This is an optimization exercise on Yosys and OpenROAD, whose aim is small area, a short achievable clock period and few clock cycles per item, not a production implementation. In this exercise RTL edits were held to simulation tests only and were not proved equivalent to the original. Power figures rest on the tool's default switching activity, not on a simulated workload.

==> flow/design.v, too long to show whole: its modules and the start of the top module <==
// module pow5_pipelined_valid: 31 lines
// module pow5_logic: 2217 lines
module pow5_pipelined_valid
#(
  parameter DATA_WIDTH = 8
)
(
  input  logic                      clk_i,
  input  logic                      rst_i,
  input  logic [DATA_WIDTH-1:0]     pow_data_i,
  input  logic                      data_valid_i,
  output logic [(5*DATA_WIDTH)-1:0] pow_data_o,
  output logic                      data_valid_o
);
  // ...
==> flow/run.sh <==
#!/bin/bash
# synth_recipe.tcl (not shown) runs the flow's synth.tcl, then flattens the netlist and writes it again
# the make line also repeats each setting of config.mk as NAME=value (left out here)
make -C /OpenROAD-flow-scripts/flow DESIGN_CONFIG=/design/flow/config.mk WORK_HOME=/design/flow/orfs CLKGATE_MAP_FILE= SYNTH_SCRIPT=/design/flow/synth_recipe.tcl finish
==> flow/config.mk <==
export PLATFORM = sky130hd
export DESIGN_NAME = pow5_pipelined_valid
export DESIGN_NICKNAME = pow5_pipelined_valid
export VERILOG_FILES = /design/flow/design.v
export SDC_FILE = /design/flow/constraint.sdc
export NUM_CORES = 4
export LEC_CHECK = 0
export CAP_MARGIN = 20
export CORE_MARGIN = 2
export CORE_UTILIZATION = 30
export PLACE_DENSITY = 0.45
export SLEW_MARGIN = 20
==> flow/constraint.sdc <==
create_clock -name core_clock -period 5.5 [get_ports {clk_i}]
set_input_delay 1.1000 -clock core_clock [delete_from_list [all_inputs] [get_ports {clk_i}]]
set_output_delay 1.1000 -clock core_clock [all_outputs]
set_load 0.01 [all_outputs]
==> reports/qor.csv, run 1 <==
stage;metric;value;unit
synth;Unique masters post-synth;97;
synth;xor and xnor fraction of the mapped netlist area;0.328;%
grt;gr busiest metal;met2;
synth;summed instance area of the synthesized netlist;8010;µm²
finish;register with the most flip-flops;pow_ff;
finish;Design Area, Final;9080;µm²
sta;fmax;262;MHz
die;floorplan die height;167;µm
sta;portion of the clock cycle consumed by the worst path in the final layout;69.5;%
die;number of core rows;59;
power;comb pwr;1.04;mW
die;Die Footprint;28000;µm²
power;power dissipated in the clock network;685;µW
grt;via count of the first global-routing pass;11800;
sta;Final Hold Vio Count;0;
grt;first-pass GRT wire length;99.3;mm
worst_setup_path;Critical Path, Cell by Cell;nand2_1 > nor2_1 > o21ai_0 > a311oi_1 > o21ai_1;
placed_design;detailed placement HPWL;50.0;mm
clocking;CTS Buffer Depth;2;
worst_setup_path;startpoint-to-endpoint class of the critical path;reg2reg;
synth;Synth top cells by count;nor2_1, nand2_1, o21ai_0, a21oi_1, dfxtp_1;
finish;number of flip-flops under the largest register name;40;
clocking;CTS H-tree depth;3;
clocking;clock tree from TritonCTS;yes;
finish;Non-clk bufs;110;
placed_design;post-place instance area;8740;µm²
worst_setup_path;launch point of the worst reg-to-reg path;u_pow5.rq[19]$_DFF_P_;
power;main power-consuming group;combinational cells;
synth;count leader, synth;nor2_1;
status;outcome;complete, no violations;
power;Internal Dissipation;1.21;mW
route;total length of routed met2 wires;26.5;mm
route;Pre-Repair DR Iteration Count;22;
route;Detailed Route Iter0 Violations;3176;
grt;GRT met2 Usage;65.8;%
synth;compound-cell area share of the yosys netlist;43.0;%
sta;final clock skew;0.0166;ns
worst_setup_path;worst setup path start;u_pow5.rq[19]$_DFF_P_;
Testbench counts, summed over its fixed seeds: cycles 16,008, items 16,000.
==> run 2, diff against run 1 <==
--- a/flow/config.mk
+++ b/flow/config.mk
@@ -9,4 +9,5 @@
 export CORE_MARGIN = 2
-export CORE_UTILIZATION = 30
-export PLACE_DENSITY = 0.45
+export CORE_UTILIZATION = 20
+export PLACE_DENSITY = 0.3
+export SETUP_SLACK_MARGIN = 3.0
 export SLEW_MARGIN = 20
==> reports/qor.csv, run 2 <==
stage;metric;value;unit;change
synth;most area-hungry cell type in the Yosys netlist;dfxtp_1;;
synth;Cells after Synth;1206;;
power;part of the power in the clock network;26.8;%;
sta;Final Hold Vio Count;0;;unchanged
clocking;CTS H-tree depth;3;;unchanged
grt;GRT met2 Usage;53.5;%;-12 points
synth;number of synthesized flops with an enable pin;0;;
power;maximum vdd drop;0.150;mV;
die;num ports;52;;
power;switching power share of the total;48.4;%;
route;number of vias in the routed layout;12800;;
grt;initial antenna violation count;6;;
sta;final clock skew;0.0120;ns;-0.00464 ns
die;number of core rows;73;;+24%
synth;compound-cell area share of the yosys netlist;43.0;%;unchanged
sta;number of failing setup endpoints in the final timing report;0;;
die;floorplan die height;204;µm;+22%
grt;via count of the first global-routing pass;11900;;+0.54%
sta;TNS Setup;0;ns;
synth;adder and majority gate portion of the synthesized area;0.906;%;
synth;xor and xnor fraction of the mapped netlist area;0.328;%;unchanged
die;initial core utilization;20.2;%;
worst_setup_path;required time of the critical path;5.78;ns;
grt;Overflow after GRT;0;;
placed_design;last weighted congestion value of the routability-driven placer;1.10;;
synth;Seq/Total Area, Yosys;17.6;%;
min_path;worst hold-check path type;reg2reg;;
synth;flops & latches, synth;70;;
synth;async set-or-reset flop fraction in the synthesized netlist;2.86;%;
synth;simple-gate share of the synthesized area;28.0;%;
clocking;CTS sink count;70;;
route;Pre-Repair DR Iteration Count;6;;-73%
sta;fmax;382;MHz;+46%
die;placeable core region;39600;µm²;
grt;global routing usage on met1;47.0;%;
die;Die Footprint;41700;µm²;+49%
synth;Unique masters post-synth;97;;unchanged
power;power dissipated by switching net loads;1.19;mW;
clocking;clock tree from TritonCTS;yes;;
grt;met3 demand-to-capacity share in global routing;17.1;%;
grt;GRT Util Overall;38.7;%;
flow_run;number of max-capacitance violations reported;0;;
route;final antenna-violating net count;0;;
placed_design;detailed placement HPWL;56.2;mm;+12%
power;static leakage;3.64;nW;
worst_setup_path;worst-path fanout max;30;;
synth;Yosys warnings;2;;
sta;Final Slew Violations;0;;
grt;gr busiest metal;met2;;
sta;min cycle time layout;2.62;ns;
status;outcome;complete, no violations;;
clocking;number of buffers inserted by hold repair at cts;0;;
synth;portion of synthesized cell area occupied by the leading cell type;17.0;%;
power;share of total power in combinational logic;48.8;%;
clocking;CTS Buffer Depth;2;;unchanged
worst_setup_path;startpoint-to-endpoint class of the critical path;reg2reg;;
clocking;CTS clock-pin slew for the worst setup and hold paths;0.08;ns;
placed_design;Buffers on Ports;51;;
route;post-detailed-route via-to-cell ratio;7.19;;
clocking;worst skew pair latency;0.39;ns;
synth;Primary FF master, synth;dfxtp_1;;
power;Internal Dissipation;1.27;mW;+5.0%
synth;count leader, synth;nor2_1;;
clocking;TritonCTS buffer count;9;;
route;Detailed Route Iter0 Violations;2322;;-27%
finish;largest registers;pow_ff (40), u_pow5.rq (28);;
finish;share of final-layout standard cells stronger than drive strength 1;22.4;%;
worst_setup_path;data arrival time of the critical path;2.90;ns;
finish;most frequent standard cell in the layout excluding fill and tap cells;nand2_1;;
power;cell area power density;237;nW/µm²;
synth;Synth Area per Inst;6.64;µm²;
sta;RSZ-0062 raised after global routing;yes;;
route;WL/cell;46.2;µm;
synth;mux cell area share after synthesis;0.375;%;
grt;largest net degree at the start of global routing;54;;
sta;Slew @ Worst Pin;1.22;ns;
route;Detailed Route WL;82.2;mm;
sta;Worst Slack Setup Final;2.88;ns;
synth;Post-Syn Nets;1222;;
finish;Net count, final;1260;;
clocking;Clock Tree Root;clkbuf_16;;
synth;summed instance area of the synthesized netlist;8010;µm²;unchanged
synth;Synth top cells by count;nor2_1, nand2_1, o21ai_0, a21oi_1, dfxtp_1;;
power;part of the total power dissipated in sequential elements;24.4;%;
synth;largest cells by area after synthesis;dfxtp_1, o21ai_0, a21oi_1;;
grt;first-pass GRT wire length;109;mm;+9.6%
worst_setup_path;element type at the critical path start;flip-flop;;
sta;Max transition margin;18.6;%;
sta;portion of the clock cycle consumed by the worst path in the final layout;47.6;%;-22 points
worst_setup_path;capturing element type of the critical path;flip-flop;;
finish;register with the most flip-flops;pow_ff;;
finish;area grow syn2layout;29.5;%;
synth;combinational family with the most area after synthesis;compound AO/OA/AOI/OAI gates;;
die;Die X;204;µm;
placed_design;setup slack after placement;1.96;ns;
route;post-route DRC violation count;0;;
finish;number of flip-flops under the largest register name;40;;unchanged
finish;leading cell types in the layout, fill and taps excluded;nand2_1, nor2_1, o21ai_0, a21oi_1, buf_4;;
[run 2: cell counts after synthesis]
No cell type changed its count.
[run 2: worst paths after layout]
kind / from / end / slack [ns] / depth (start not counted)
max reg2reg: u_pow5.rq[3]$_DFF_P_ / pow_ff[22]$_DFF_P_ / 2.88 / 5
max in group asynchronous: rst_i / valid_1_ff$_DFF_PP0_ / 4.53 / 2
min: valid_1_ff$_DFF_PP0_ / valid_2_ff$_DFF_PP0_ / 0.35 / 0
max: u_pow5.rq[3]$_DFF_P_ / pow_ff[22]$_DFF_P_ / 2.88 / 5
min in group asynchronous: rst_i / valid_2_ff$_DFF_PP0_ / 0.86 / 2
min reg2reg: valid_1_ff$_DFF_PP0_ / valid_2_ff$_DFF_PP0_ / 0.35 / 0
[run 2: timing repair]
item,in CTS,in global routing
pin swaps,6,7
cloned,1,0
setup endpoints to repair,34,28
gates resized for setup,114,63
buffers inserted,26,6
[run 2: logic make-up after synthesis]
group                    Yosys count
AO/OA/AOI/OAI                    500
XOR/XNOR                           3
adder cells (fa/ha/maj)            6
buffers and inverters            163
flip-flops                        70
multiplexers                       3
AND/OR/NAND/NOR                  461
[run 2: stage by stage]
stage               std cells  power (mW)  util (%)  hold WS [ns]  instance area [µm²]
finish                   1778        2.46      26.2         0.352                10400
global route             1774        2.47      26.2         0.360                10400
CTS                      1767        2.34      25.3         0.355                10000
detailed placement       1724        1.61      23.0         0.339                 9100
global placement         1724        1.65      23.0         0.336                 9100
floorplan                1206        1.09         -         0.326                 8010
[run 2: power groups by stage]
stage / registers, mW / clock network (mW) / logic [mW]
floorplan: 0.606 / 0 / 0.480
global placement: 0.612 / 0 / 1.04
detailed placement: 0.612 / 0 / 1.00
CTS: 0.598 / 0.675 / 1.07
global route: 0.600 / 0.692 / 1.18
finish: 0.599 / 0.659 / 1.20
[run 2: per-layer routing]
metal,part of all wire (%),routed length [µm],vias up
met3,15,12200,477
met2,38,31300,1440
li1,-,-,4662
met4,10,8370,6
met1,37,30200,6190
met5,0.11,92,-
[run 2: critical path, stage by stage, from the launching register on]
cell	delay [ns]
dfxtp_2	0.34
buf_6	0.37
a2bb2oi_2	0.23
nor4_1	0.70
o221ai_1	0.42
a311oi_2	0.43
[run 2: cell type report]
cell class	instances	area, µm²
antenna	4	10.0
clock buffer	10	229
clock inverter	6	70.1
fill	4520	29300
inverter	29	121
multi-input combinational	973	6320
sequential	70	1450
tap	525	657
timing repair buffer	161	1530
==> run 3, diff against run 2 <==
--- a/flow/config.mk
+++ b/flow/config.mk
@@ -11,3 +11,3 @@
 export PLACE_DENSITY = 0.3
-export SETUP_SLACK_MARGIN = 3.0
+export SETUP_SLACK_MARGIN = 3.4
 export SLEW_MARGIN = 20
==> reports/qor.csv, run 3 <==
stage;metric;value;unit;change
worst_setup_path;slowest cell on the critical path;a31oi_1;;
grt;initial antenna violation count;0;;-6
flow_run;number of max-capacitance violations reported;0;;unchanged
sta;Max transition margin;39.0;%;+20 points
sta;fmax;408;MHz;+6.8%
worst_setup_path;element type at the critical path start;flip-flop;;
finish;largest registers;pow_ff (40), u_pow5.rq (28);;
sta;Worst Slack Setup Final;3.05;ns;+0.166 ns
worst_setup_path;startpoint-to-endpoint class of the critical path;reg2reg;;
synth;compound-cell area share of the yosys netlist;43.0;%;unchanged
worst_setup_path;required time of the critical path;5.79;ns;about the same
power;static leakage;4.91;nW;+35%
synth;mux cell area share after synthesis;0.375;%;unchanged
synth;Yosys warnings;2;;unchanged
die;placeable core region;39600;µm²;unchanged
sta;Final Hold Vio Count;0;;unchanged
worst_setup_path;worst-path fanout max;7;;-77%
min_path;worst hold-check path type;reg2reg;;
sta;final clock skew;0.0205;ns;+0.00854 ns
sta;number of failing setup endpoints in the final timing report;0;;unchanged
worst_setup_path;capturing element type of the critical path;flip-flop;;
synth;Synth top cells by count;nor2_1, nand2_1, o21ai_0, a21oi_1, dfxtp_1;;
route;final antenna-violating net count;0;;unchanged
grt;first-pass GRT wire length;118;mm;+8.1%
synth;xor and xnor fraction of the mapped netlist area;0.328;%;unchanged
synth;combinational family with the most area after synthesis;compound AO/OA/AOI/OAI gates;;
sta;Slew @ Worst Pin;0.914;ns;-0.306 ns
power;maximum vdd drop;0.189;mV;+26%
sta;Final Slew Violations;0;;unchanged
synth;flops & latches, synth;70;;unchanged
placed_design;setup slack after placement;2.04;ns;+0.0746 ns
finish;share of final-layout standard cells stronger than drive strength 1;43.0;%;+21 points
sta;RSZ-0062 raised after global routing;yes;;
synth;Post-Syn Nets;1222;;unchanged
die;number of core rows;73;;unchanged
worst_setup_path;count of buffering cells on the critical path with inverters included;3;;+2
route;WL/cell;47.1;µm;+2.0%
grt;GRT Util Overall;42.5;%;+3.8 points
worst_setup_path;kind of cell adding the most delay to the critical path;compound AO/OA/AOI/OAI gates;;
synth;most area-hungry cell type in the Yosys netlist;dfxtp_1;;
synth;portion of synthesized cell area occupied by the leading cell type;17.0;%;unchanged
power;post-layout power;2.86;mW;+16%
grt;largest net degree at the start of global routing;51;;-5.6%
route;Detailed Route Iter0 Violations;2393;;+3.1%
die;num ports;52;;unchanged
synth;Seq/Total Area, Yosys;17.6;%;unchanged
clocking;worst skew pair latency;0.41;ns;+0.02 ns
synth;summed instance area of the synthesized netlist;8010;µm²;unchanged
synth;largest cells by area after synthesis;dfxtp_1, o21ai_0, a21oi_1;;
finish;number of flip-flops under the largest register name;40;;unchanged
worst_setup_path;Critical Path, Cell by Cell;buf_8 > buf_4 > o22a_4 > nor2_4 > buf_6 > a311oi_1 > a31oi_1 > o211ai_1 > a2111oi_2;;
die;Die X;204;µm;unchanged
worst_setup_path;data arrival time of the critical path;2.74;ns;-0.16 ns
status;outcome;complete, no violations;;
worst_setup_path;crit-path max cell delay;0.42;ns;-0.28 ns
clocking;clock tree from TritonCTS;yes;;
finish;sequential standard cell area;1480;µm²;+1.7%
clocking;CTS Buffer Depth;2;;unchanged
synth;number of synthesized flops with an enable pin;0;;unchanged
power;cell area power density;214;nW/µm²;-9.7%
sta;min cycle time layout;2.45;ns;-0.166 ns
route;post-detailed-route via-to-cell ratio;7.08;;-1.4%
finish;leading cell types in the layout, fill and taps excluded;buf_4, nand2_1, nor2_1, o21ai_0, a21oi_1;;
die;floorplan die height;204;µm;unchanged
clocking;Clock Tree Root;clkbuf_16;;
die;Die Footprint;41700;µm²;unchanged
clocking;TritonCTS buffer count;9;;unchanged
finish;area grow syn2layout;66.7;%;
synth;simple-gate share of the synthesized area;28.0;%;unchanged
clocking;CTS H-tree depth;3;;unchanged
synth;Synth Area per Inst;6.64;µm²;unchanged
synth;Primary FF master, synth;dfxtp_1;;
finish;most frequent standard cell in the layout excluding fill and tap cells;buf_4;;
placed_design;Buffers on Ports;51;;unchanged
route;post-route DRC violation count;0;;unchanged
synth;Cells after Synth;1206;;unchanged
clocking;CTS sink count;70;;unchanged
synth;adder and majority gate portion of the synthesized area;0.906;%;unchanged
clocking;CTS clock-pin slew for the worst setup and hold paths;0.07;ns;about the same
placed_design;last weighted congestion value of the routability-driven placer;1.09;;-1.4%
route;Pre-Repair DR Iteration Count;8;;+2
synth;async set-or-reset flop fraction in the synthesized netlist;2.86;%;unchanged
synth;Unique masters post-synth;97;;unchanged
placed_design;detailed placement HPWL;60.1;mm;+6.9%
finish;Net count, final;1397;;+11%
grt;via count of the first global-routing pass;12500;;+5.3%
finish;count of fill cells added during filler insertion;4406;;-2.5%
finish;register with the most flip-flops;pow_ff;;
die;initial core utilization;20.2;%;unchanged
sta;TNS Setup;0;ns;unchanged
synth;count leader, synth;nor2_1;;
grt;Overflow after GRT;0;;unchanged
sta;portion of the clock cycle consumed by the worst path in the final layout;44.6;%;-3.0 points
route;Detailed Route WL;90.1;mm;+9.7%
route;number of vias in the routed layout;13500;;+5.9%
finish;area occupied by multi-input gates;7570;µm²;+20%
run 3: cell types whose count changed in the layout (fill, tap and decap cells not counted), sizes merged, moves of 6 or more:
cell,before,now
buf,109,242
clkdlybuf4s50,50,10
dlygate4sd2,1,20
clkdlybuf4s15,0,14
clkbuf,10,18
clkinvlp,1,7
inv,27,21
run 3: logic make-up (layout without fill, tap and decap cells):
family,after synthesis,after routing
flip-flops,70,70
adder cells (fa/ha/maj),6,6
other,0,1
AND/OR/NAND/NOR,461,461
buffers and inverters,163,342
AO/OA/AOI/OAI,500,500
multiplexers,3,3
XOR/XNOR,3,3
run 3: what timing repair did:
action | CTS | global route
gates resized for setup | 433 | 191
setup endpoints to repair | 77 | 38
gates cloned | 4 | 3
hold buffers | 0 | 0
pin swaps | 45 | 86
buffers inserted | 88 | 67
run 3: metal layers:
layer	share of wire, %	vias to the layer above	routed length (µm)	GRT usage, %
li1	-	4938	-	-
met1	36	6645	32700	50.4
met2	39	1433	34700	59.6
met3	15	519	13300	18.8
met4	10	0	9310	32.5
met5	0	-	0	0.119
run 3: power by group:
group	internal [mW]	switching, mW	total [mW]
sequential	0.555	0.0419	0.597
combinational	0.515	0.986	1.50
clock	0.454	0.304	0.759
run 3: metrics by stage:
step | hold WS, ns | util (%) | instances | instance area [µm²]
floorplan | 0.326 | - | 1206 | 8030
global placement | 0.339 | 23.1 | 1733 | 9170
detailed placement | 0.341 | 23.1 | 1733 | 9170
CTS | 0.356 | 29.9 | 1840 | 11900
global route | 0.370 | 33.7 | 1910 | 13400
finish | 0.351 | 33.7 | 1911 | 13400
run 3: final timing paths:
kind | startpoint | endpoint | slack, ns | depth (start not counted)
max | u_pow5.rq[13]$_DFF_P_ | pow_ff[13]$_DFF_P_ | 3.05 | 9
min | valid_1_ff$_DFF_PP0_ | valid_2_ff$_DFF_PP0_ | 0.35 | 0
max reg2reg | u_pow5.rq[13]$_DFF_P_ | pow_ff[13]$_DFF_P_ | 3.05 | 9
min reg2reg | valid_1_ff$_DFF_PP0_ | valid_2_ff$_DFF_PP0_ | 0.35 | 0
max in group asynchronous | rst_i | valid_1_ff$_DFF_PP0_ | 4.55 | 2
min in group asynchronous | rst_i | valid_2_ff$_DFF_PP0_ | 0.84 | 2
run 3: layout make-up:
class	instances	share of cell area (%)
multi-input combinational	973	56.7
antenna	1	0.0187
inverter	29	1.15
sequential	70	11.0
clock buffer	10	1.79
timing repair buffer	298	23.6
clock inverter	5	0.796
tap	525	4.92
run 3: worst reg2reg max path: cells and delay by family (launching register included):
family	cells	cell delay [ns]
buffers and inverters	3	0.50
flip-flops	1	0.37
AO/OA/AOI/OAI	5	1.38
AND/OR/NAND/NOR	1	0.10
==> run 4, diff against run 3 <==
==> flow/flow/run.sh (new file) <==
#!/bin/bash
# Own flow: the standard synthesis, then the combinational logic re-mapped by abc
# with an area-recovering script (flip-flops untouched), then the standard layout.
set -euo pipefail
R=orfs/results/${FLOW_PLATFORM}/pow5_pipelined_valid/base
bash standard.sh synth > log_synth_standard.log 2>&1
cp $R/1_2_yosys.v standard_1_2_yosys.v
ABC_SCRIPT=$(cat flow/abc_script.txt)
bash flow/remap.sh standard_1_2_yosys.v remapped.v "$ABC_SCRIPT" > log_remap_yosys.log 2>&1
cp remapped.v $R/1_2_yosys.v
rm -f $R/1_synth.odb $R/1_synth.sdc
bash standard.sh > log_layout.log 2>&1
==> flow/flow/abc_script.txt (new file) <==
strash;dch;map -a;mfs2;strash;dch;map -a
==> flow/flow/cellmodels.py (new file) <==
#!/usr/bin/env python3
"""Write Verilog models (one assign per output) of the combinational cells of a Liberty
file. usage: cellmodels.py LIB > models.v"""
import re, sys
txt = open(sys.argv[1]).read()
# split into cells
out = []
for m in re.finditer(r'\n\s*cell\s*\(\s*"?(\w+)"?\s*\)\s*\{', txt):
    name = m.group(1)
    start = m.end(); depth = 1; i = start
    while depth:
        c = txt[i]
        if c == '{': depth += 1
        elif c == '}': depth -= 1
        i += 1
    body = txt[start:i]
    if re.search(r'\b(ff|latch|statetable)\s*\(', body):
        continue
    pins = {}
    for pm in re.finditer(r'\bpin\s*\(\s*"?(\w+)"?\s*\)\s*\{', body):
        s = pm.end(); d = 1; j = s
        while d:
            if body[j] == '{': d += 1
            elif body[j] == '}': d -= 1
            j += 1
        pb = body[s:j]
        dm = re.search(r'direction\s*:\s*"?(\w+)"?', pb)
        fm = re.search(r'\bfunction\s*:\s*"([^"]*)"', pb)
        pins[pm.group(1)] = (dm.group(1) if dm else None, fm.group(1) if fm else None)
    outs = [p for p, (d, f) in pins.items() if d == 'output' and f]
    ins = [p for p, (d, f) in pins.items() if d == 'input']
    if not outs or any(d == 'output' and not f for p, (d, f) in pins.items()):
        continue
    def conv(f):
        f = f.replace('!', '~')
        toks = re.findall(r'\w+|[~&|^()*+]', f)
        r, prev = [], False
        for t in toks:
            if t == '*': t = '&'
            if t == '+': t = '|'
            opn = t in '(~' or re.match(r'\w', t)
            if prev and opn: r.append('&')
            r.append(t)
            prev = bool(re.match(r'\w', t)) or t == ')'
        return ' '.join(r)
    out.append(f"module {name} ({', '.join(ins + outs)});")
    for p in ins: out.append(f"  input {p};")
    for p in outs: out.append(f"  output {p};")
    for p in outs: out.append(f"  assign {p} = {conv(pins[p][1])};")
    out.append("endmodule")
print("\n".join(out))
==> flow/flow/remap.sh (new file) <==
#!/bin/bash
# remap.sh IN.v OUT.v ABC_SCRIPT : re-map the combinational logic of the standard synthesis
# netlist with another abc script; every flip-flop instance (name, cell, connections) is kept.
set -euo pipefail
IN=$1; OUT=$2; SCR=$3
D=$(cd "$(dirname "$0")" && pwd)
YOSYS=$(command -v yosys || echo /OpenROAD-flow-scripts/tools/install/yosys/bin/yosys)
PLAT=${FLOW_HOME:-/OpenROAD-flow-scripts/flow}/platforms/sky130hd
LIB=$PLAT/lib/sky130_fd_sc_hd__tt_025C_1v80.lib
echo "$SCR" | tr ';' '\n' > remap_abc.script
DU=""
for c in $(grep -o "sky130_fd_sc_hd__lpflow\w*\|sky130_fd_sc_hd__probe\w*" $PLAT/config.mk | sort -u); do DU="$DU -dont_use $c"; done
python3 $D/cellmodels.py $LIB > remap_models.v
$YOSYS -p "read_verilog remap_models.v; read_liberty -lib -ignore_redef $LIB; read_verilog $IN; hierarchy -top $FLOW_TOP; flatten; techmap; opt -fast; opt_clean -purge; stat; abc -script remap_abc.script -liberty $LIB $DU; opt_clean -purge; splitnets; opt_clean -purge; hilomap -singleton -hicell sky130_fd_sc_hd__conb_1 HI -locell sky130_fd_sc_hd__conb_1 LO; insbuf -buf sky130_fd_sc_hd__buf_4 A X; stat -liberty $LIB; write_verilog -noattr -nohex -nodec $OUT"
==> flow/standard.sh (new file) <==
#!/bin/bash
# synth_recipe.tcl (not shown) runs the flow's synth.tcl, then flattens the netlist and writes it again
# the make line also repeats each setting of config.mk as NAME=value (left out here)
make -C /OpenROAD-flow-scripts/flow DESIGN_CONFIG=/design/flow/config.mk WORK_HOME=/design/flow/orfs CLKGATE_MAP_FILE= SYNTH_SCRIPT=/design/flow/synth_recipe.tcl "${@:-finish}"
--- a/flow/config.mk
+++ b/flow/config.mk
@@ -11,3 +11,3 @@
 export PLACE_DENSITY = 0.3
-export SETUP_SLACK_MARGIN = 3.4
+export SETUP_SLACK_MARGIN = 3.0
 export SLEW_MARGIN = 20
removed: flow/run.sh
==> reports/qor.csv, run 4 <==
stage;metric;value;unit;change
worst_setup_path;element type at the critical path start;flip-flop;;
finish;Net count, final;1389;;-0.57%
route;WL/cell;47.5;µm;+0.74%
die;Die X;188;µm;-8.1%
sta;number of failing setup endpoints in the final timing report;0;;unchanged
route;Detailed Route Iter0 Violations;2264;;-5.4%
worst_setup_path;startpoint-to-endpoint class of the critical path;reg2reg;;
sta;Final Hold Slack;0.374;ns;+0.0226 ns
clocking;CTS H-tree depth;3;;unchanged
power;Internal Dissipation;1.28;mW;-16%
sta;min cycle time layout;2.59;ns;+0.141 ns
grt;via count of the first global-routing pass;12000;;-4.5%
route;Detailed Route WL;87.3;mm;-3.1%
clocking;clock tree from TritonCTS;yes;;
power;share of total power in combinational logic;50.0;%;-2.5 points
sta;final clock skew;0.0165;ns;-0.00399 ns
die;num ports;52;;unchanged
grt;first-pass GRT wire length;114;mm;-3.1%
die;number of core rows;67;;-8.2%
die;floorplan die height;188;µm;-8.1%
power;maximum vdd drop;0.174;mV;-8.3%
route;number of vias in the routed layout;12700;;-6.1%
sta;portion of the clock cycle consumed by the worst path in the final layout;47.2;%;+2.6 points
power;part of the total power dissipated in sequential elements;23.4;%;+2.5 points
route;Pre-Repair DR Iteration Count;8;;unchanged
min_path;worst hold start;valid_1_ff$_DFF_PP0_;;
die;placeable core region;33400;µm²;-16%
finish;register with the most flip-flops;pow_ff;;
worst_setup_path;data arrival time of the critical path;2.93;ns;+0.19 ns
worst_setup_path;worst-path fanout max;6;;-1
grt;GRT Util Overall;49.0;%;+6.5 points
grt;largest net degree at the start of global routing;36;;-29%
placed_design;Placed Instances;1766;;+1.9%
route;post-route DRC violation count;0;;unchanged
sta;Slew @ Worst Pin;1.01;ns;+0.0931 ns
power;part of the power in the clock network;26.6;%;about the same
worst_setup_path;required time of the critical path;5.83;ns;+0.04 ns
die;initial core utilization;20.2;%;about the same
grt;Overflow after GRT;0;;unchanged
clocking;CTS clock-pin slew for the worst setup and hold paths;0.08;ns;about the same
finish;largest registers;pow_ff (40), u_pow5.rq (28);;
synth;Yosys warnings;2;;unchanged
worst_setup_path;launch point of the worst reg-to-reg path;u_pow5.rq[12]$_DFF_P_;;
worst_setup_path;worst setup path start;u_pow5.rq[12]$_DFF_P_;;
sta;Final Hold Vio Count;0;;unchanged
finish;final core utilization;31.5;%;-2.2 points
placed_design;post-place instance area;8670;µm²;-5.5%
status;outcome;complete, no violations;;
flow_run;number of max-capacitance violations reported;0;;unchanged
min_path;worst hold-check path type;reg2reg;;
power;static leakage;3.72;nW;-24%
die;Die Footprint;35200;µm²;-15%
placed_design;Buffers on Ports;51;;unchanged
finish;post-route insts no fill;1838;;-3.8%
finish;share of final-layout standard cells stronger than drive strength 1;27.8;%;-15 points
power;cell area power density;241;nW/µm²;+12%
clocking;CTS sink count;70;;unchanged
finish;number of flip-flops under the largest register name;40;;unchanged
synth;summed instance area of the synthesized netlist;6750;µm²;-16%
sta;Max transition margin;32.8;%;-6.2 points
placed_design;setup slack after placement;1.34;ns;-0.693 ns
clocking;number of buffers inserted by hold repair at cts;0;;unchanged
power;post-layout power;2.53;mW;-11%
sta;fmax;385;MHz;-5.4%
synth;Post-Syn Nets;1169;;-4.3%
clocking;Clock Tree Root;clkbuf_16;;
sta;Final Slew Violations;0;;unchanged
clocking;worst skew pair latency;0.39;ns;-0.02 ns
synth;Synth Area per Inst;5.83;µm²;-12%
grt;initial antenna violation count;8;;+8
clocking;TritonCTS buffer count;9;;unchanged
clocking;CTS Buffer Depth;2;;unchanged
sta;RSZ-0062 raised after global routing;yes;;
finish;most frequent standard cell in the layout excluding fill and tap cells;nor2_1;;
route;final antenna-violating net count;0;;unchanged
finish;leading cell types in the layout, fill and taps excluded;nor2_1, buf_4, clkinv_1, nand2_1, o21ai_0;;
finish;Design Area, Final;10500;µm²;-21%
sta;TNS Setup;0;ns;unchanged
route;post-detailed-route via-to-cell ratio;6.91;;-2.4%
power;switching power share of the total;49.5;%;+2.9 points
finish;area grow syn2layout;55.9;%;
power;power dissipated by switching net loads;1.25;mW;-5.9%
worst_setup_path;capturing element type of the critical path;flip-flop;;
sta;Worst Slack Setup Final;2.91;ns;-0.141 ns
placed_design;detailed placement HPWL;64.8;mm;+7.8%
placed_design;last weighted congestion value of the routability-driven placer;1.18;;+8.9%
synth;Cells after Synth;1158;;-4.0%
==> run 4: cell types whose count changed in the layout (fill, tap and decap cells not counted), sizes merged, moves of 23 or more <==
cell | previous run | this run
buf | 242 | 157
clkdlybuf4s50 | 10 | 51
clkinv | 3 | 145
nand2b | 23 | 0
nand3 | 42 | 81
nor2 | 131 | 264
==> run 4: power groups by stage <==
stage	Combinational (mW)	Clock, mW	Sequential (mW)
finish	1.27	0.672	0.593
global route	1.24	0.701	0.595
CTS	1.10	0.680	0.593
detailed placement	1.01	0	0.603
global placement	1.05	0	0.604
floorplan	0.366	0	0.629
==> run 4: cell type report <==
class                           count  area, µm²
Inverter                          164        744
Timing Repair Buffer              208       1830
Antenna cell                        7       17.5
Clock buffer                       10        239
Tap cell                          448        561
Clock inverter                      6       70.1
Multi-Input combinational cell    925       5610
Sequential cell                    70       1450
Fill cell                        3881      22800
==> run 4: worst paths after layout <==
| kind | end | slack [ns] | depth (start not counted) |
|---|---|---|---|
| setup / recovery | pow_ff[14]$_DFF_P_ | 2.91 | 9 |
| hold / removal | valid_2_ff$_DFF_PP0_ | 0.37 | 0 |
| setup reg to reg | pow_ff[14]$_DFF_P_ | 2.91 | 9 |
| hold reg to reg | valid_2_ff$_DFF_PP0_ | 0.37 | 0 |
| max in group asynchronous | valid_2_ff$_DFF_PP0_ | 4.55 | 2 |
| min in group asynchronous | valid_1_ff$_DFF_PP0_ | 0.86 | 2 |
==> run 4: timing repair <==
item | in CTS | in global routing
resized for setup | 215 | 110
pin swaps | 18 | 24
gates cloned | 1 | 0
endpoints found under the setup margin | 33 | 30
setup buffers | 25 | 23
==> run 4: worst max-delay path: stages, from the launching register on <==
cell	delay, ns
dfxtp_4	0.41
nor2_2	0.12
clkinv_1	0.10
buf_4	0.23
nor2_2	0.37
nor2_1	0.29
a22oi_1	0.27
nor2_1	0.06
nor3_1	0.37
o221a_2	0.29
==> run 4: per-layer routing <==
layer / wire (µm) / vias up / track usage (%) / part of all wire, %
met5: 149 / - / 2.34 / 0.17
met4: 9600 / 6 / 38.3 / 11
met3: 13800 / 516 / 25.7 / 16
met2: 32700 / 1452 / 67.0 / 37
met1: 31100 / 6060 / 56.5 / 36
li1: - / 4675 / - / -
==> run 5, diff against run 4 <==
--- a/flow/flow/run.sh
+++ b/flow/flow/run.sh
@@ -2,3 +2,4 @@
 # Own flow: the standard synthesis, then the combinational logic re-mapped by abc
-# with an area-recovering script (flip-flops untouched), then the standard layout.
+# with an area-recovering script (flip-flops untouched), then the standard layout
+# with plain buf_1 cells as the port buffers.
 set -euo pipefail
@@ -11,2 +12,2 @@
 rm -f $R/1_synth.odb $R/1_synth.sdc
-bash standard.sh > log_layout.log 2>&1
+bash standard.sh "BUFFER_PORTS_ARGS=-buffer_cell sky130_fd_sc_hd__buf_1" finish > log_layout.log 2>&1
==> flow/flow/abc_script.txt (replaced) <==
strash;dch;map -a;mfs2;strash;dch;map -a;topo;buffer -c;upsize -D 1500;dnsize -D 1500
==> reports/qor.csv, run 5 <==
stage;metric;value;unit;change
worst_setup_path;number of cells on the worst reg-to-reg path;8;;-1
sta;final clock skew;0.0190;ns;+0.00254 ns
finish;leading cell types in the layout, fill and taps excluded;nor2_1, buf_4, inv_1, nand2_1, o21ai_0;;
die;number of core rows;67;;unchanged
clocking;CTS H-tree depth;3;;unchanged
placed_design;last weighted congestion value of the routability-driven placer;1.18;;about the same
clocking;TritonCTS buffer count;9;;unchanged
synth;Synth Area per Inst;5.79;µm²;-0.61%
finish;sequential standard cell area;1450;µm²;about the same
grt;first-pass GRT wire length;112;mm;-1.4%
grt;largest net degree at the start of global routing;46;;+28%
die;num ports;52;;unchanged
grt;Overflow after GRT;0;;unchanged
worst_setup_path;capturing element type of the critical path;flip-flop;;
synth;Post-Syn Nets;1196;;+2.3%
worst_setup_path;element type at the critical path start;flip-flop;;
grt;via count of the first global-routing pass;12100;;+0.83%
clocking;CTS sink count;70;;unchanged
finish;post-route insts no fill;1864;;+1.4%
route;post-detailed-route via-to-cell ratio;6.96;;+0.64%
route;Detailed Route Iter0 Violations;2420;;+6.9%
finish;area grow syn2layout;53.3;%;
sta;Final Slew Violations;0;;unchanged
worst_setup_path;launch point of the worst reg-to-reg path;u_pow5.rq[14]$_DFF_P_;;
worst_setup_path;Critical Path, Cell by Cell;buf_4 > clkinvlp_4 > nand2_2 > nand2_1 > o21ai_0 > a31oi_1 > nor3_2 > o22ai_1;;
clocking;CTS clock-pin slew for the worst setup and hold paths;0.08;ns;about the same
finish;share of final-layout standard cells stronger than drive strength 1;30.5;%;+2.6 points
placed_design;Placed Instances;1743;;-1.3%
synth;summed instance area of the synthesized netlist;6860;µm²;+1.7%
power;static leakage;3.97;nW;+6.8%
die;Die X;189;µm;+0.83%
die;Die Footprint;35800;µm²;+1.7%
route;Pre-Repair DR Iteration Count;8;;unchanged
route;number of vias in the routed layout;13000;;+2.1%
min_path;Endpoint, Worst Hold;valid_2_ff$_DFF_PP0_;;
clocking;Clock Tree Root;clkbuf_16;;
grt;initial antenna violation count;10;;+2
sta;TNS Setup;0;ns;unchanged
grt;GRT Util Overall;47.5;%;-1.5 points
worst_setup_path;slowest cell on the critical path;dfxtp_1;;
status;outcome;complete, no violations;;
sta;RSZ-0062 raised after global routing;yes;;
worst_setup_path;worst-path fanout max;12;;+6
worst_setup_path;required time of the critical path;5.76;ns;-0.07 ns
clocking;CTS Buffer Depth;2;;unchanged
placed_design;detailed placement HPWL;62.1;mm;-4.1%
worst_setup_path;startpoint-to-endpoint class of the critical path;reg2reg;;
finish;count of fill cells added during filler insertion;3953;;+1.9%
power;cell area power density;238;nW/µm²;-1.2%
min_path;worst hold start;valid_1_ff$_DFF_PP0_;;
min_path;hold path depth;0;;unchanged
worst_setup_path;count of buffering cells on the critical path with inverters included;2;;unchanged
placed_design;Buffers on Ports;51;;unchanged
finish;register with the most flip-flops;pow_ff;;
synth;Yosys warnings;2;;unchanged
finish;number of flip-flops under the largest register name;40;;unchanged
worst_setup_path;worst flop-to-flop path endpoint;pow_ff[26]$_DFF_P_;;
clocking;clock tree from TritonCTS;yes;;
finish;area occupied by multi-input gates;5640;µm²;+0.65%
route;WL/cell;46.6;µm;-1.8%
sta;portion of the clock cycle consumed by the worst path in the final layout;48.7;%;+1.6 points
min_path;worst hold-check path type;reg2reg;;
sta;fmax;373;MHz;-3.2%
sta;Final Hold Vio Count;0;;unchanged
finish;Net count, final;1417;;+2.0%
die;floorplan die height;189;µm;+0.83%
worst_setup_path;data arrival time of the critical path;2.94;ns;about the same
route;final antenna-violating net count;0;;unchanged
sta;number of failing setup endpoints in the final timing report;0;;unchanged
power;maximum vdd drop;0.180;mV;+3.5%
route;post-route DRC violation count;0;;unchanged
worst_setup_path;flop-to-flop setup slack;2.82;ns;-0.09 ns
synth;Cells after Synth;1185;;+2.3%
flow_run;number of max-capacitance violations reported;0;;unchanged
worst_setup_path;crit-path max cell delay;0.47;ns;+0.06 ns
clocking;worst skew pair latency;0.40;ns;about the same
route;Detailed Route WL;86.9;mm;-0.45%
sta;Max transition margin;35.9;%;+3.1 points
finish;most frequent standard cell in the layout excluding fill and tap cells;nor2_1;;
worst_setup_path;Critical Path Stages;8;;-1
clocking;number of buffers inserted by hold repair at cts;0;;unchanged
die;initial core utilization;20.4;%;+0.14 points
sta;min cycle time layout;2.68;ns;+0.0866 ns
die;placeable core region;33700;µm²;+1.0%
finish;largest registers;pow_ff (40), u_pow5.rq (28);;
sta;Slew @ Worst Pin;0.957;ns;-0.0500 ns
worst_setup_path;kind of cell adding the most delay to the critical path;simple AND/OR/NAND/NOR gates;;
run 5: final cells by class:
type,instances,area share (%)
Multi-Input combinational cell,924,53.7
Timing Repair Buffer,237,17.5
Sequential cell,70,13.8
Inverter,164,6.82
Tap cell,448,5.33
Clock buffer,9,2.14
Clock inverter,7,0.666
Antenna cell,5,0.119
run 5: through the flow:
stage          area, µm²  utilization (%)  total power, mW  hold slack [ns]  worst slack [ns]
3_3_place_gp        8180             24.3             1.56            0.344             0.561
4_1_cts             9610             28.5             2.30            0.356              2.92
3_5_place_dp        8180             24.3             1.52            0.340             0.900
2_1_floorplan       6860                -            0.996            0.331              3.08
5_1_grt            10500             31.2             2.50            0.371              2.95
6_report           10500             31.2             2.50            0.352              2.82
run 5: worst max path at each step:
| stage | startpoint | end |
|---|---|---|
| 3_5_place_dp | u_pow5.rq[3]$_DFF_P_ | pow_ff[14]$_DFF_P_ |
| 5_1_grt | u_pow5.rq[1]$_DFF_P_ | pow_ff[18]$_DFF_P_ |
| 2_1_floorplan | u_pow5.rq[4]$_DFF_P_ | pow_ff[31]$_DFF_P_ |
| 6_report | u_pow5.rq[14]$_DFF_P_ | pow_ff[26]$_DFF_P_ |
| 4_1_cts | u_pow5.rq[3]$_DFF_P_ | pow_ff[27]$_DFF_P_ |
| 3_3_place_gp | u_pow5.rq[3]$_DFF_P_ | pow_ff[14]$_DFF_P_ |
run 5: power breakdown:
group / switching [mW] / leakage [nW] / internal [mW]
Sequential: 0.0378 / 0.597 / 0.555
Clock: 0.342 / 0.144 / 0.323
Combinational: 0.916 / 3.23 / 0.327
Total: 1.30 / 3.97 / 1.21
run 5: per-layer routing:
metal  GRT usage [%]  part of all wire (%)
met5            1.79                  0.27
met4            40.0                    11
met3            27.2                    16
met2            64.2                    37
met1            53.2                    35
run 5: worst reg2reg max path, cell delays in order, from the launching register on:
cell	delay, ns
dfxtp_1	0.47
buf_4	0.41
clkinvlp_4	0.34
nand2_2	0.29
nand2_1	0.16
o21ai_0	0.27
a31oi_1	0.11
nor3_2	0.38
o22ai_1	0.13
run 5: repair_timing:
item                                    CTS  global route
buffers inserted                         54            44
endpoints found under the setup margin   33            30
gates cloned                              1             1
pin swaps                                24            33
gates resized for setup                 204           139
==> run 6, diff against run 5 <==
--- a/flow/config.mk
+++ b/flow/config.mk
@@ -11,3 +11,3 @@
 export PLACE_DENSITY = 0.3
-export SETUP_SLACK_MARGIN = 3.0
+export SETUP_SLACK_MARGIN = 2.8
 export SLEW_MARGIN = 20
==> reports/qor.csv, run 6 <==
stage;metric;value;unit;change
die;Die Footprint;35800;µm²;unchanged
grt;global routing usage on met1;52.9;%;-0.21 points
synth;Post-Syn Nets;1196;;unchanged
clocking;CTS clock-pin slew for the worst setup and hold paths;0.09;ns;about the same
min_path;worst hold-check path type;reg2reg;;
grt;met3 demand-to-capacity share in global routing;25.6;%;-1.6 points
grt;via count of the first global-routing pass;11800;;-1.9%
clocking;CTS Buffer Depth;2;;unchanged
placed_design;post-place instance area;8180;µm²;unchanged
finish;largest registers;pow_ff (40), u_pow5.rq (28);;
route;number of vias in the routed layout;12700;;-2.4%
finish;share of final-layout standard cells stronger than drive strength 1;23.5;%;-7.0 points
grt;first-pass GRT wire length;111;mm;-1.4%
grt;largest net degree at the start of global routing;46;;unchanged
finish;number of flip-flops under the largest register name;40;;unchanged
grt;Overflow after GRT;0;;unchanged
route;post-detailed-route via-to-cell ratio;6.94;;-0.28%
clocking;TritonCTS buffer count;9;;unchanged
placed_design;detailed placement HPWL;62.1;mm;unchanged
die;number of core rows;67;;unchanged
die;initial core utilization;20.4;%;unchanged
grt;initial antenna violation count;10;;unchanged
grt;GRT Util Overall;46.9;%;-0.65 points
grt;gr busiest metal;met2;;
route;WL/cell;46.8;µm;+0.36%
sta;portion of the clock cycle consumed by the worst path in the final layout;51.9;%;+3.2 points
finish;post-route insts no fill;1825;;-2.1%
flow_run;number of max-capacitance violations reported;0;;unchanged
finish;count of fill cells added during filler insertion;4018;;+1.6%
die;num ports;52;;unchanged
clocking;CTS sink count;70;;unchanged
finish;final core utilization;28.8;%;-2.4 points
synth;Yosys warnings;2;;unchanged
sta;final clock skew;0.0159;ns;-0.00310 ns
sta;Final Hold Vio Count;0;;unchanged
clocking;Clock Tree Root;clkbuf_16;;
power;cell area power density;249;nW/µm²;+4.5%
die;floorplan die height;189;µm;unchanged
power;static leakage;3.69;nW;-7.1%
clocking;worst skew pair latency;0.40;ns;about the same
power;maximum vdd drop;0.174;mV;-3.1%
placed_design;last weighted congestion value of the routability-driven placer;1.18;;unchanged
grt;GRT met2 Usage;64.8;%;+0.58 points
sta;fmax;350;MHz;-6.2%
route;Pre-Repair DR Iteration Count;14;;+6
worst_setup_path;worst-path fanout max;10;;-2
worst_setup_path;data arrival time of the critical path;3.14;ns;+0.20 ns
finish;Design Area, Final;9710;µm²;-7.7%
finish;most frequent standard cell in the layout excluding fill and tap cells;nor2_1;;
sta;Slew @ Worst Pin;1.16;ns;+0.203 ns
placed_design;Buffers on Ports;51;;unchanged
clocking;clock tree from TritonCTS;yes;;
placed_design;Placed Instances;1743;;unchanged
route;post-route DRC violation count;0;;unchanged
status;outcome;complete, no violations;;
sta;Max transition margin;22.4;%;-14 points
worst_setup_path;required time of the critical path;5.78;ns;+0.02 ns
route;final antenna-violating net count;0;;unchanged
worst_setup_path;capturing element type of the critical path;flip-flop;;
sta;min cycle time layout;2.86;ns;+0.176 ns
finish;leading cell types in the layout, fill and taps excluded;nor2_1, inv_1, buf_4, nand2_1, o21ai_0;;
worst_setup_path;startpoint-to-endpoint class of the critical path;reg2reg;;
sta;RSZ-0062 raised after global routing;yes;;
finish;Net count, final;1375;;-3.0%
synth;Synth Area per Inst;5.79;µm²;unchanged
sta;number of failing setup endpoints in the final timing report;0;;unchanged
synth;summed instance area of the synthesized netlist;6860;µm²;unchanged
finish;area grow syn2layout;41.5;%;
sta;Final Slew Violations;0;;unchanged
sta;TNS Setup;0;ns;unchanged
route;Detailed Route Iter0 Violations;2452;;+1.3%
worst_setup_path;element type at the critical path start;flip-flop;;
clocking;CTS H-tree depth;3;;unchanged
clocking;number of buffers inserted by hold repair at cts;0;;unchanged
die;Die X;189;µm;unchanged
synth;Cells after Synth;1185;;unchanged
route;Detailed Route WL;85.4;mm;-1.7%
finish;register with the most flip-flops;pow_ff;;
die;placeable core region;33700;µm²;unchanged
==> run 6: cell types whose count changed in the layout (fill, tap and decap cells not counted), moves of 7 or more <==
cell / before / now
a21oi_1: 86 / 93
buf_4: 157 / 127
inv_1: 114 / 129
nor2_4: 48 / 32
nor2_1: 163 / 176
==> run 6: layer usage <==
| metal | part of all wire (%) | vias up |
|---|---|---|
| li1 | - | 4638 |
| met1 | 35 | 5959 |
| met2 | 38 | 1469 |
| met3 | 16 | 594 |
| met4 | 11 | 4 |
| met5 | 0.066 | - |
==> run 6: repair_timing <==
| action | in CTS | in global routing |
|---|---|---|
| cloned | 0 | 2 |
| gates resized for setup | 112 | 110 |
| pin swaps | 10 | 22 |
| setup buffers | 22 | 34 |
| endpoints found under the setup margin | 33 | 27 |
==> run 6: per-stage QoR <==
stage / power (mW) / worst slack [ns] / hold WS [ns]
after floorplan: 0.996 / 3.08 / 0.331
after global placement: 1.56 / 0.561 / 0.344
after detailed placement: 1.52 / 0.900 / 0.340
after CTS: 2.24 / 2.74 / 0.356
after global routing: 2.41 / 2.74 / 0.371
final: 2.41 / 2.64 / 0.355
==> run 6: where the power goes <==
part           switching (mW)  internal (mW)
combinational           0.868          0.281
clock                   0.343          0.322
sequential             0.0424          0.556
total                    1.25           1.16
==> run 6: cell type report <==
cell class / count / area, µm² / area share, %
Clock buffer: 9 / 225 / 2.32
Tap cell: 448 / 561 / 5.77
Clock inverter: 7 / 70.1 / 0.721
Timing Repair inverter: 1 / 5.00 / 0.0515
Sequential cell: 70 / 1430 / 14.8
Inverter: 164 / 681 / 7.01
Multi-Input combinational cell: 924 / 5310 / 54.7
Antenna cell: 8 / 20.0 / 0.206
Timing Repair Buffer: 194 / 1410 / 14.5
==> run 6: final timing paths <==
check	to	cells past startpoint	start	slack [ns]
max reg2reg	pow_ff[25]$_DFF_P_	12	u_pow5.rq[19]$_DFF_P_	2.64
max	pow_ff[25]$_DFF_P_	12	u_pow5.rq[19]$_DFF_P_	2.64
max in group asynchronous	valid_1_ff$_DFF_PP0_	2	rst_i	4.88
min in group asynchronous	valid_2_ff$_DFF_PP0_	2	rst_i	0.51
min	valid_2_ff$_DFF_PP0_	0	valid_1_ff$_DFF_PP0_	0.35
min reg2reg	valid_2_ff$_DFF_PP0_	0	valid_1_ff$_DFF_PP0_	0.35
==> run 6: worst max-delay path, stage by stage (launching register included) <==
cell and delay, ns:
dfxtp_4 0.39, buf_12 0.18, nor2_2 0.26, buf_4 0.30, nor2_1 0.10, inv_2 0.24, nor2_4 0.15, nand2_1 0.09
buf_4 0.10, o311ai_0 0.27, o2111ai_1 0.21, nand2_1 0.12, a31oi_1 0.31
==> run 7, diff against run 6 <==
--- a/flow/config.mk
+++ b/flow/config.mk
@@ -11,3 +11,3 @@
 export PLACE_DENSITY = 0.3
-export SETUP_SLACK_MARGIN = 2.8
+export SETUP_SLACK_MARGIN = 2.5
 export SLEW_MARGIN = 20
==> reports/qor.csv, run 7 <==
stage;metric;value;unit;change
status;outcome;complete, no violations;;
worst_setup_path;launch point of the worst reg-to-reg path;u_pow5.rq[11]$_DFF_P_;;
die;Die X;189;µm;unchanged
worst_setup_path;worst-path fanout max;10;;unchanged
clocking;TritonCTS buffer count;9;;unchanged
worst_setup_path;count of buffering cells on the critical path with inverters included;1;;-3
power;static leakage;3.48;nW;-5.5%
worst_setup_path;end of the critical path;pow_ff[28]$_DFF_P_;;
worst_setup_path;number of cells on the worst reg-to-reg path;9;;-3
sta;portion of the clock cycle consumed by the worst path in the final layout;59.1;%;+7.1 points
grt;met3 demand-to-capacity share in global routing;23.9;%;-1.6 points
worst_setup_path;flop-to-flop setup slack;2.25;ns;-0.39 ns
placed_design;setup slack after placement;0.900;ns;unchanged
worst_setup_path;slowest cell on the critical path;o21ai_0;;
synth;Synth Area per Inst;5.79;µm²;unchanged
clocking;CTS H-tree depth;3;;unchanged
sta;Slew @ Worst Pin;1.11;ns;-0.0494 ns
clocking;CTS sink count;70;;unchanged
placed_design;last weighted congestion value of the routability-driven placer;1.18;;unchanged
finish;number of flip-flops under the largest register name;40;;unchanged
clocking;worst skew pair latency;0.41;ns;about the same
worst_setup_path;Critical Path Stages;9;;-3
synth;summed instance area of the synthesized netlist;6860;µm²;unchanged
clocking;CTS clock-pin slew for the worst setup and hold paths;0.07;ns;-0.02 ns
sta;min cycle time layout;3.25;ns;+0.393 ns
sta;Final Hold Vio Count;0;;unchanged
grt;GRT Util Overall;46.3;%;-0.57 points
route;final antenna-violating net count;0;;unchanged
grt;via count of the first global-routing pass;11700;;-0.88%
min_path;worst hold-check path type;reg2reg;;
die;floorplan die height;189;µm;unchanged
route;Detailed Route WL;83.8;mm;-1.9%
worst_setup_path;capturing element type of the critical path;flip-flop;;
sta;fmax;308;MHz;-12%
sta;TNS Setup;0;ns;unchanged
grt;largest net degree at the start of global routing;46;;unchanged
route;Detailed Route Iter0 Violations;2252;;-8.2%
power;maximum vdd drop;0.179;mV;+2.6%
clocking;clock tree from TritonCTS;yes;;
finish;Net count, final;1341;;-2.5%
worst_setup_path;Critical Path, Cell by Cell;nor2_2 > nor2_1 > inv_1 > nor2_2 > o21ai_0 > nand3_1 > nand3_1 > o21ai_0 > a21oi_1;;
sta;final clock skew;0.0178;ns;+0.00185 ns
synth;Post-Syn Nets;1196;;unchanged
grt;gr busiest metal;met2;;
worst_setup_path;worst setup path start;u_pow5.rq[11]$_DFF_P_;;
route;Pre-Repair DR Iteration Count;10;;-4
worst_setup_path;crit-path max cell delay;0.76;ns;+0.37 ns
worst_setup_path;data arrival time of the critical path;3.58;ns;+0.44 ns
finish;share of final-layout standard cells stronger than drive strength 1;15.3;%;-8.2 points
worst_setup_path;startpoint-to-endpoint class of the critical path;reg2reg;;
worst_setup_path;required time of the critical path;5.83;ns;+0.05 ns
grt;Overflow after GRT;0;;unchanged
grt;first-pass GRT wire length;110;mm;-1.1%
worst_setup_path;kind of cell adding the most delay to the critical path;simple AND/OR/NAND/NOR gates;;
sta;Max transition margin;25.7;%;+3.3 points
clocking;CTS Buffer Depth;2;;unchanged
clocking;Clock Tree Root;clkbuf_16;;
die;Die Footprint;35800;µm²;unchanged
synth;Cells after Synth;1185;;unchanged
sta;Final Slew Violations;0;;unchanged
die;num ports;52;;unchanged
grt;global routing usage on met1;53.1;%;+0.15 points
sta;RSZ-0062 raised after global routing;yes;;
grt;GRT met2 Usage;64.3;%;-0.45 points
grt;initial antenna violation count;6;;-4
placed_design;detailed placement HPWL;62.1;mm;unchanged
finish;leading cell types in the layout, fill and taps excluded;nor2_1, inv_1, nand2_1, buf_4, o21ai_0;;
flow_run;number of max-capacitance violations reported;0;;unchanged
finish;most frequent standard cell in the layout excluding fill and tap cells;nor2_1;;
power;post-layout power;2.33;mW;-3.5%
die;placeable core region;33700;µm²;unchanged
route;WL/cell;46.8;µm;about the same
synth;Yosys warnings;2;;unchanged
sta;number of failing setup endpoints in the final timing report;0;;unchanged
sta;Worst Slack Setup Final;2.25;ns;-0.393 ns
power;cell area power density;259;nW/µm²;+4.4%
route;post-detailed-route via-to-cell ratio;6.86;;-1.2%
die;initial core utilization;20.4;%;unchanged
finish;area grow syn2layout;30.8;%;
route;post-route DRC violation count;0;;unchanged
finish;largest registers;pow_ff (40), u_pow5.rq (28);;
worst_setup_path;element type at the critical path start;flip-flop;;
worst_setup_path;worst flop-to-flop path endpoint;pow_ff[28]$_DFF_P_;;
route;number of vias in the routed layout;12300;;-3.0%
finish;register with the most flip-flops;pow_ff;;
finish;final core utilization;26.6;%;-2.2 points
die;number of core rows;67;;unchanged
placed_design;Buffers on Ports;51;;unchanged
run 7: worst min path at each step:
stage                                    start                    to  slack [ns]  cells past startpoint
after CTS                 valid_1_ff$_DFF_PP0_  valid_2_ff$_DFF_PP0_        0.36                      0
after detailed placement  valid_1_ff$_DFF_PP0_  valid_2_ff$_DFF_PP0_        0.34                      0
after global routing      valid_1_ff$_DFF_PP0_  valid_2_ff$_DFF_PP0_        0.37                      0
after floorplan           valid_1_ff$_DFF_PP0_  valid_2_ff$_DFF_PP0_        0.33                      0
final                     valid_1_ff$_DFF_PP0_  valid_2_ff$_DFF_PP0_        0.35                      0
after global placement    valid_1_ff$_DFF_PP0_  valid_2_ff$_DFF_PP0_        0.34                      0
run 7: routing by layer:
layer / wire [µm] / vias to the layer above
li1: - / 4566
met2: 32000 / 1299
met4: 9230 / 6
met5: 58 / -
met1: 29700 / 5901
met3: 12700 / 506
run 7: layout make-up:
| cell class | instances | area (µm²) |
|---|---|---|
| well taps | 448 | 561 |
| multi-input cells | 924 | 4990 |
| clock inverters | 7 | 70.1 |
| flip-flops and latches | 70 | 1420 |
| clock buffers | 9 | 225 |
| repair buffers | 161 | 1040 |
| diodes | 7 | 17.5 |
| fillers | 4068 | 24700 |
| inverters | 164 | 648 |
run 7: metrics by stage:
stage	cell area, µm²	cells	hold slack (ns)
6_report	8970	1790	0.353
5_1_grt	8960	1783	0.371
4_1_cts	8720	1771	0.356
3_5_place_dp	8180	1743	0.340
3_3_place_gp	8180	1743	0.344
2_1_floorplan	6860	1185	0.331
run 7: repair_timing:
item / CTS / global route
buffers inserted: 12 / 11
hold buffers: 0 / 0
resized for setup: 48 / 43
hold endpoints to repair: 0 / 0
pin swaps: 4 / 6
endpoints found under the setup margin: 28 / 26
run 7: power by group:
group	switching [mW]	internal, mW	leakage [nW]
Sequential	0.0390	0.557	0.595
Combinational	0.829	0.240	2.75
Clock	0.342	0.322	0.144
Total	1.21	1.12	3.48

re-timing with driven ports:
The results above use ideal ports. As a check the final layouts listed here were re-extracted and re-timed, cells and wires unchanged.
Step 1: set_driving_cell puts a clkbuf_16 on clk_i and a buf_2 on each other input, an assumption about the parent block.
Step 2, shift: input delay + t, output delay - t, t = (earliest + latest rising clock arrival at the registers) / 2. This alone moves slack from input paths to output paths.
a / b / c = no drivers / after step 1 / after step 2; a / b = the first two.
run | t, ns | setup slack, ns | worst data-port slew with drivers (ns) | cell pins on the clock port's net
run 1 | 0.421 | 1.678 / 1.678 / 1.678 | 0.03 | 1
run 2 | 0.442 | 2.880 / 2.880 / 2.880 | 0.04 | 1
run 3 | 0.462 | 3.046 / 3.046 / 3.046 | 0.03 | 1
run 4 | 0.442 | 2.906 / 2.906 / 2.906 | 0.04 | 1
run 5 | 0.447 | 2.819 / 2.819 / 2.819 | 0.04 | 1
run 6 | 0.448 | 2.643 / 2.643 / 2.643 | 0.04 | 1
run 7 | 0.459 | 2.250 / 2.250 / 2.250 | 0.04 | 1
After both steps every run listed still meets setup and hold.
